Source: an optimization exercise on an open RTL-to-GDS flow (aim: a short achievable clock period and few clock cycles). Production flows keep margins and buffers that such runs may drop. RTL that was checked went through simulation tests only; none was proved equivalent to the original. Power is estimated from default activity; no workload was simulated.

v6:
==> flow/design.v (excerpt) <==
module main(clk, rst, mem_rdata, mem_addr, mem_wdata, mem_we);
	input clk, rst;
	input [15:0] mem_rdata;       
	output [7:0] mem_addr;
	output [7:0] mem_wdata;
	output mem_we;
	reg k_fetch, k_ld, k_st, k_bip;
	reg [7:0] a_oth, a_m;
	reg a_selm;
	reg [7:0] wdata_q;
	reg we_q;
	reg [7:0] fpc_oth, fpc_m;
	reg fpc_selm;
	reg fpc_bip;                       
	reg [2:0] ld_rd;
	reg smc_q;                         
	reg [7:0] smc_a;                   
	reg [63:0] rf;
	reg fz, fc;
	reg [7:0] res_q;                   
	reg [2:0] res_wa;
	reg res_we;
	reg dv;
	reg [15:0] ir;
	reg [7:0] d_fa;
	reg d_pred;
	reg mE_n, mE_d, mE_m, mR_n, mR_d, mR_m;
	reg v;
	reg [7:0] e_fa;
	reg e_wr, e_setf, e_arith, e_sub, e_and, e_or, e_xor, e_shf, e_passb;
	reg e_ld, e_st, e_bc, e_pred;
	reg [1:0] e_cc;
	reg [2:0] e_rd;
	reg [7:0] e_alt;
	reg [5:0] e_off;
	reg [7:0] opA, opB, opS;
	reg [2:0] iA, iB, iS;
	reg uA, uB, uS;
	reg [2:0] ramt;
	reg [7:0] smask;
	wire [7:0] addr = a_selm ? a_m : a_oth;
	wire [7:0] fpc = fpc_selm ? fpc_m : fpc_oth;
	assign mem_addr = addr;
	assign mem_wdata = wdata_q;
	assign mem_we = we_q;
	wire adv = ~(k_ld | k_st);
	wire exec = v & adv & ~smc_q;
	wire [7:0] A = opA;
	wire [7:0] B = opB;
	wire [7:0] S = opS;
	wire [8:0] sum;
	wire co;
	cla8 alu_add(.a(A), .b(B), .cin(e_sub), .s(sum[7:0]), .co(co));
	assign sum[8] = co;
	wire [7:0] mar = sum[7:0];
	wire [7:0] cz = {A[6:0] | B[6:0], e_sub};
	wire z_add = &(~((A ^ cz) ^ B));
	wire [7:0] rot1 = ramt[0] ? {A[6:0], A[7]} : A;
	wire [7:0] rot2 = ramt[1] ? {rot1[5:0], rot1[7:6]} : rot1;
	wire [7:0] rot4 = ramt[2] ? {rot2[3:0], rot2[7:4]} : rot2;
	wire [7:0] r_oth = ({8{e_and}} & (A & B)) | ({8{e_or}} & (A | B)) | ({8{e_xor}} & (A ^ B)) |
	                   ({8{e_shf}} & rot4 & smask) | ({8{e_passb}} & B);
	wire [7:0] result = e_arith ? sum[7:0] : r_oth;
	wire z_new = e_arith ? z_add : ~|r_oth;
	wire c_new = e_arith & (sum[8] ^ e_sub);
	reg taken_e;
	always @(*)
		case (e_cc)
			2'b00: taken_e = fz;
			2'b01: taken_e = ~fz;
			2'b10: taken_e = fc;
			default: taken_e = ~fc;
		endcase
	wire mispred = exec & e_bc & (taken_e ^ e_pred);
	wire e_mem = exec & (e_ld | e_st);
	wire [15:0] I = ir;
	wire d_alu0 = (I[15:14] == 2'b00);
	wire d_alu1 = (I[15:14] == 2'b01);
	wire d_mem  = (I[15:14] == 2'b10);
	wire d_br   = (I[15:14] == 2'b11);
	wire d_imm  = I[11];
	wire d_mov  = d_alu0 & (I[13:12] == 2'b11) & d_imm;
  ...
Size in the first run: ~1500 cells after synthesis, roughly 240 flip-flops, roughly 35 I/O pins, roughly 15000 um2 of cells after synthesis.
Settings: LEC_CHECK=0, ABC_CLOCK_PERIOD_IN_PS=1800, CAP_MARGIN=20, CORE_MARGIN=2, CORE_UTILIZATION=40, GPL_TIMING_DRIVEN=1, SETUP_SLACK_MARGIN=3.6, SLEW_MARGIN=20, TNS_END_PERCENT=100; clock period 5.5 ns.
run.sh (not shown) runs the stock make flow with config.mk's settings and CLKGATE_MAP_FILE= SYNTH_SCRIPT=/design/flow/synth_recipe.tcl, a recipe that flattens the netlist after the stock synthesis.
The final layout from v6, which completed every stage, passed the timing, DRC and antenna checks at the end of the flow.
Testbench counts of v6, summed over its fixed seeds: cycles 92,371.
diff inputs: v6 => v7
--- a/flow/design.v
+++ b/flow/design.v
@@ -43,25 +43,27 @@
 	assign mem_addr = addr;
 	assign mem_wdata = wdata_q;
 	assign mem_we = we_q;
 	wire adv = ~(k_ld | k_st);
 	wire exec = v & adv & ~smc_q;
 	wire [7:0] A = opA;
 	wire [7:0] B = opB;
 	wire [7:0] S = opS;
 	wire [8:0] sum;
 	wire co;
 	cla8 alu_add(.a(A), .b(B), .cin(e_sub), .s(sum[7:0]), .co(co));
 	assign sum[8] = co;
-	wire [7:0] mar = sum[7:0];
+	wire [7:0] mar;
+	wire mar_co;
+	cla8 adr_add(.a(A), .b({2'b00, e_off}), .cin(1'b0), .s(mar), .co(mar_co));
 	wire [7:0] cz = {A[6:0] | B[6:0], e_sub};
 	wire z_add = &(~((A ^ cz) ^ B));
 	wire [7:0] rot1 = ramt[0] ? {A[6:0], A[7]} : A;
 	wire [7:0] rot2 = ramt[1] ? {rot1[5:0], rot1[7:6]} : rot1;
 	wire [7:0] rot4 = ramt[2] ? {rot2[3:0], rot2[7:4]} : rot2;
 	wire [7:0] r_oth = ({8{e_and}} & (A & B)) | ({8{e_or}} & (A | B)) | ({8{e_xor}} & (A ^ B)) |
 	                   ({8{e_shf}} & rot4 & smask) | ({8{e_passb}} & B);
 	wire [7:0] result = e_arith ? sum[7:0] : r_oth;
 	wire z_new = e_arith ? z_add : ~|r_oth;
 	wire c_new = e_arith & (sum[8] ^ e_sub);
 	reg taken_e;
 	always @(*)
==> run notes <==
Relative to v6, the sequential cell count of v7 is higher by 0.83%.
Against v6, leakage power total in v7 fell slightly.
Comparing v7 with v6, the placeable core region came out essentially unchanged.
Sort v7 and v6 by pin count of the biggest net entering global routing, ascending, and v7 comes first.
v7: met1 wire length is about 4.4% lower than what v6 reported.
v6 consumes more power than v7.
Of the two candidates, v6 has the better maximum VDD drop and v7 the worse one.
Post-synthesis to final-layout area growth, v7 and v6: smaller value in v7
met1 routing resource usage after global routing for v7: 2.3 points down relative to v6
Summary — number of cells on the worst reg-to-reg path, v7 relative to v6: lower, by 6.
v6 ended up with a_selm as its startpoint of the worst setup timing path; v7 ended up with iB[0].
Wire: v7 routes less than v6
Testbench counts of v7, summed over its fixed seeds: cycles 92,371.

* * *

Another version of the RTL of main (not shown whole).
For scale: about 340 flip-flops, roughly 0.018 mm2 of cells after synthesis.
==> flow/design.v (excerpt) <==
module main(clk, rst, mem_rdata, mem_addr, mem_wdata, mem_we);
make LEC_CHECK=0 ABC_CLOCK_PERIOD_IN_PS=1800 CAP_MARGIN=20 CORE_MARGIN=2 CORE_UTILIZATION=40 GPL_TIMING_DRIVEN=1 SETUP_SLACK_MARGIN=3.6 SLEW_MARGIN=20 TNS_END_PERCENT=100 finish   # period 5.5 ns
Testbench counts at the start, summed over its fixed seeds: cycles 92,371.
==> next run, changes <==
--- a/flow/design.v
+++ b/flow/design.v
@@ -144,26 +144,36 @@
 	wire [2:0] d_ramt = d_right ? (3'd0 - ext[2:0]) : ext[2:0];
 	wire d_zero = d_rotop ? (ext[7:4] != 4'd0) : (ext[7:3] != 5'd0);
 	wire d_full = d_rotop & ~ext[3] & (ext[7:4] == 4'd0);
 	wire [7:0] d_mask = d_zero ? 8'h00 : d_full ? 8'hFF :
 	                    d_right ? (8'hFF >> ext[2:0]) : (8'hFF << ext[2:0]);
 	wire [15:0] M = mem_rdata;
 	wire f_br = (M[15:14] == 2'b11);
 	wire f_bi = f_br & (M[13:12] == 2'b10);
 	wire f_bc = f_br & (M[13:12] == 2'b11);
-	wire f_pbne = f_bc & (M[11:10] == 2'b01);
+	wire f_pbne = f_bc & M[10];                         
 	wire f_jump = f_br & ~(M[13] & M[12] & ~f_pbne);    
+	function all_ones;
+		input [7:0] x;
+		input integer n;
+		integer j;
+		begin
+			all_ones = 1'b1;
+			for (j = n - 1; j >= 0; j = j - 1)
+				all_ones = all_ones & x[j];
+		end
+	endfunction
 	function [7:0] inc8;
 		input [7:0] x;
 		integer k;
 		begin
 			for (k = 0; k < 8; k = k + 1)
-				inc8[k] = x[k] ^ ((x & ((8'd1 << k) - 8'd1)) == ((8'd1 << k) - 8'd1));
+				inc8[k] = all_ones(x, k) ? ~x[k] : x[k];
 		end
 	endfunction
 	wire [7:0] a_oth2 = {inc8({1'b0, a_oth[7:1]}), a_oth[0]};
 	wire [7:0] a_m2 = {inc8({1'b0, a_m[7:1]}), a_m[0]};
 	wire [7:0] fa2 = a_selm ? a_m2 : a_oth2;
 	wire f_aimm = (M[15:14] == 2'b00) & M[11];
 	wire f_selA_rd = f_aimm | ((M[15:14] == 2'b01) & (M[13:11] >= 3'd3));
 	wire f_selA_0 = (M[15:14] == 2'b10) & M[12];
 	wire [7:0] m_a = {M[7:6] & {2{k_bip}}, M[5:0]};
Cell area drops by a few percent.
Via count drops by a few percent.
Power came out higher slightly.
Setup slack improved by 0.0059 ns.
Register-to-register slack stays flat.
Global-route usage goes down by 1.7 points.
Non-clock buffer count came out lower by 14.
Testbench counts after the change, summed over its fixed seeds: cycles 91,487.

* * *

run M:
Another version of the RTL of main (not shown whole).
For scale: about 260 flip-flops, ~35 I/O pins, ~16000 um2 of cells after synthesis.
clock: 5.5 ns
lec_check: 0
abc_clock_period_in_ps: 1800
cap_margin: 20
core_margin: 2
core_utilization: 40
gpl_timing_driven: 1
setup_slack_margin: 3.6
slew_margin: 20
tns_end_percent: 100
The final layout from run M, which completed every stage, passed the timing, DRC and antenna checks at the end of the flow.
Testbench counts of run M, summed over its fixed seeds: cycles 92,371.
Modified inputs, run H compared to run M
--- a/flow/design.v
+++ b/flow/design.v
@@ -17,17 +17,16 @@
 	reg [7:0] smc_a;                   
 	reg [63:0] rf;
 	reg fz, fc;
 	reg [7:0] res_q;                   
 	reg [2:0] res_wa;
 	reg res_we;
 	reg dv;
 	reg [15:0] ir;
-	reg [7:0] ext_q;                   
 	reg [7:0] d_fa;
 	reg d_pred;
 	reg mE_n, mE_d, mE_m, mR_n, mR_d, mR_m;
 	reg v;
 	reg [7:0] e_fa;
 	reg e_wr, e_setf, e_arith, e_sub, e_and, e_or, e_xor, e_shf, e_passb;
 	reg e_ld, e_st, e_bc, e_pred;
 	reg [1:0] e_cc;
@@ -87,17 +86,17 @@
 	wire d_logic = d_alu1 & (I[13:11] <= 3'd2);
 	wire d_shift = d_alu1 & (I[13:11] >= 3'd3);
 	wire d_bl   = d_br & (I[13:12] == 2'b01);
 	wire d_bc   = d_br & (I[13:12] == 2'b11);
 	wire d_st   = d_mem & ~I[13];
 	wire d_wr   = (d_alu0 & ~d_cmp) | d_alu1 | d_bl;
 	wire [7:0] d_fa2 = {d_fa[7:1] + 7'd1, d_fa[0]};
 	wire [7:0] d_target = {2'b00, I[5:0]};
-	wire [7:0] ext = ext_q;
+	wire [7:0] ext = {3'b000, I[4:0]} << I[7:5];
 	wire [7:0] rRn = mR_n ? res_q : rf[I[7:5]*8 +: 8];
 	wire [7:0] rRd = mR_d ? res_q : rf[I[10:8]*8 +: 8];
 	wire [7:0] rRm = mR_m ? res_q : rf[I[2:0]*8 +: 8];
 	wire [7:0] vRn = (exec & mE_n) ? result : rRn;
 	wire [7:0] vRd = (exec & mE_d) ? result : rRd;
 	wire [7:0] vRm = (exec & mE_m) ? result : rRm;
 	wire selA_rd = (d_alu0 & d_imm) | d_shift;
 	wire selA_0  = d_mem & I[12];
@@ -170,16 +169,24 @@
 			smc_q <= 1'b0;
 			we_q <= 1'b0;
 			v <= 1'b0;
 			dv <= 1'b0;
 			fpc_bip <= 1'b0;
 			res_we <= 1'b0;
 			fz <= 1'b0; fc <= 1'b0;
 			rf <= {8'd0, 8'd6, 8'd5, 8'd4, 8'd3, 8'd2, 8'd1, 8'd0};
+			wdata_q <= 8'd0; fpc_oth <= 8'd0; fpc_m <= 8'd0; fpc_selm <= 1'b0;
+			ld_rd <= 3'd0; smc_a <= 8'd0; res_q <= 8'd0; res_wa <= 3'd0;
+			ir <= 16'd0; d_fa <= 8'd0; d_pred <= 1'b0;
+			mE_n <= 1'b0; mE_d <= 1'b0; mE_m <= 1'b0; mR_n <= 1'b0; mR_d <= 1'b0; mR_m <= 1'b0;
+			e_fa <= 8'd0; e_wr <= 1'b0; e_setf <= 1'b0; e_ld <= 1'b0; e_st <= 1'b0; e_bc <= 1'b0;
+			e_pred <= 1'b0; e_cc <= 2'd0; e_rd <= 3'd0; e_alt <= 8'd0;
+			iA <= 3'd0; iB <= 3'd0; iS <= 3'd0; uA <= 1'b0; uB <= 1'b0; uS <= 1'b0;
+			a_m <= 8'd0;
 			opA <= 8'd0; opB <= 8'd0; opS <= 8'd0;
 			e_arith <= 1'b0; e_sub <= 1'b0; e_and <= 1'b0; e_or <= 1'b0; e_xor <= 1'b0; e_shf <= 1'b0; e_passb <= 1'b0;
 			ramt <= 3'd0; smask <= 8'd0;
 		end else begin
 			if (res_we) begin
 				for (i = 0; i < 8; i = i + 1)
 					if (res_wa == i) rf[i*8 +: 8] <= res_q;
 			end
@@ -217,17 +224,16 @@
 				opB <= d_opB;
 				opS <= d_opS;
 				iA <= d_iA; iB <= I[2:0]; iS <= I[10:8];
 				uA <= d_uA; uB <= d_uB; uS <= d_uS;
 				ramt <= d_ramt;
 				smask <= d_mask;
 				dv <= k_fetch & ~mispred;
 				ir <= M;
-				ext_q <= {3'b000, M[4:0]} << M[7:5];
 				d_fa <= addr;
 				d_pred <= f_pbne;
 				mE_n <= d_wr & (I[10:8] == M[7:5]);
 				mE_d <= d_wr & (I[10:8] == M[10:8]);
 				mE_m <= d_wr & (I[10:8] == M[2:0]);
 				mR_n <= exec & e_wr & (e_rd == M[7:5]);
 				mR_d <= exec & e_wr & (e_rd == M[10:8]);
 				mR_m <= exec & e_wr & (e_rd == M[2:0]);
Results
Of run H and run M, the run reporting the higher initial core utilization was run M. Run comparison: run H power group with the largest share clock; run M power group with the largest share sequential cells. Run H: flow completed, timing, DRC and antenna clean. Against run M, run H comes in about 1.7% lower on area after synthesis. Taking run M as the reference, in run H level count of the clock H-tree closely matched the old numbers, total core area down about 0.7%. Depth of the worst hold-timing path delta for run H relative to run M: 1 higher. Met1 wire length: lower on run M.
For run H, only the layout was checked, not whether the RTL still works.

[afterwards: timing with drivers on the ports]
Ports are ideal in the flow. The routed layouts listed here were re-timed in OpenROAD.
Step 1, drivers: a clkbuf_16 drives clk and a buf_2 each remaining input, both assumed.
Step 2 moves the port delays by t, midway between the first and last clock arrival at a register: inputs arrive t later, outputs are due t later. That takes back most of the time a late clock gives input paths.
Three values: ideal, step 1, step 2; two values: the first two.
| run | t (ns) | setup slack, ns | clock arrival spread, ns | slew at the worst register clock pin (ns) |
|---|---|---|---|---|
| v6 | 0.617 | 2.800 / 2.748 / 2.780 | 0.023 / 0.024 | 0.07 / 0.07 |
| v7 | 0.606 | 2.781 / 2.781 / 2.781 | 0.029 / 0.030 | 0.07 / 0.07 |
| the first run of note 2 | 0.635 | 3.246 / 3.226 / 2.756 | 0.027 / 0.028 | 0.06 / 0.06 |
| the second run of note 2 | 0.607 | 3.251 / 3.251 / 2.934 | 0.033 / 0.033 | 0.07 / 0.07 |
| run M | 0.627 | 3.141 / 3.086 / 2.906 | 0.013 / 0.013 | 0.07 / 0.07 |
| run H | 0.635 | 3.065 / 3.058 / 2.773 | 0.024 / 0.025 | 0.07 / 0.07 |
After both steps setup and hold are still met in every run listed. For the first run of note 2, which loses most, drivers alone change the setup slack by -0.020 ns; drivers and shift together by -0.490 ns.
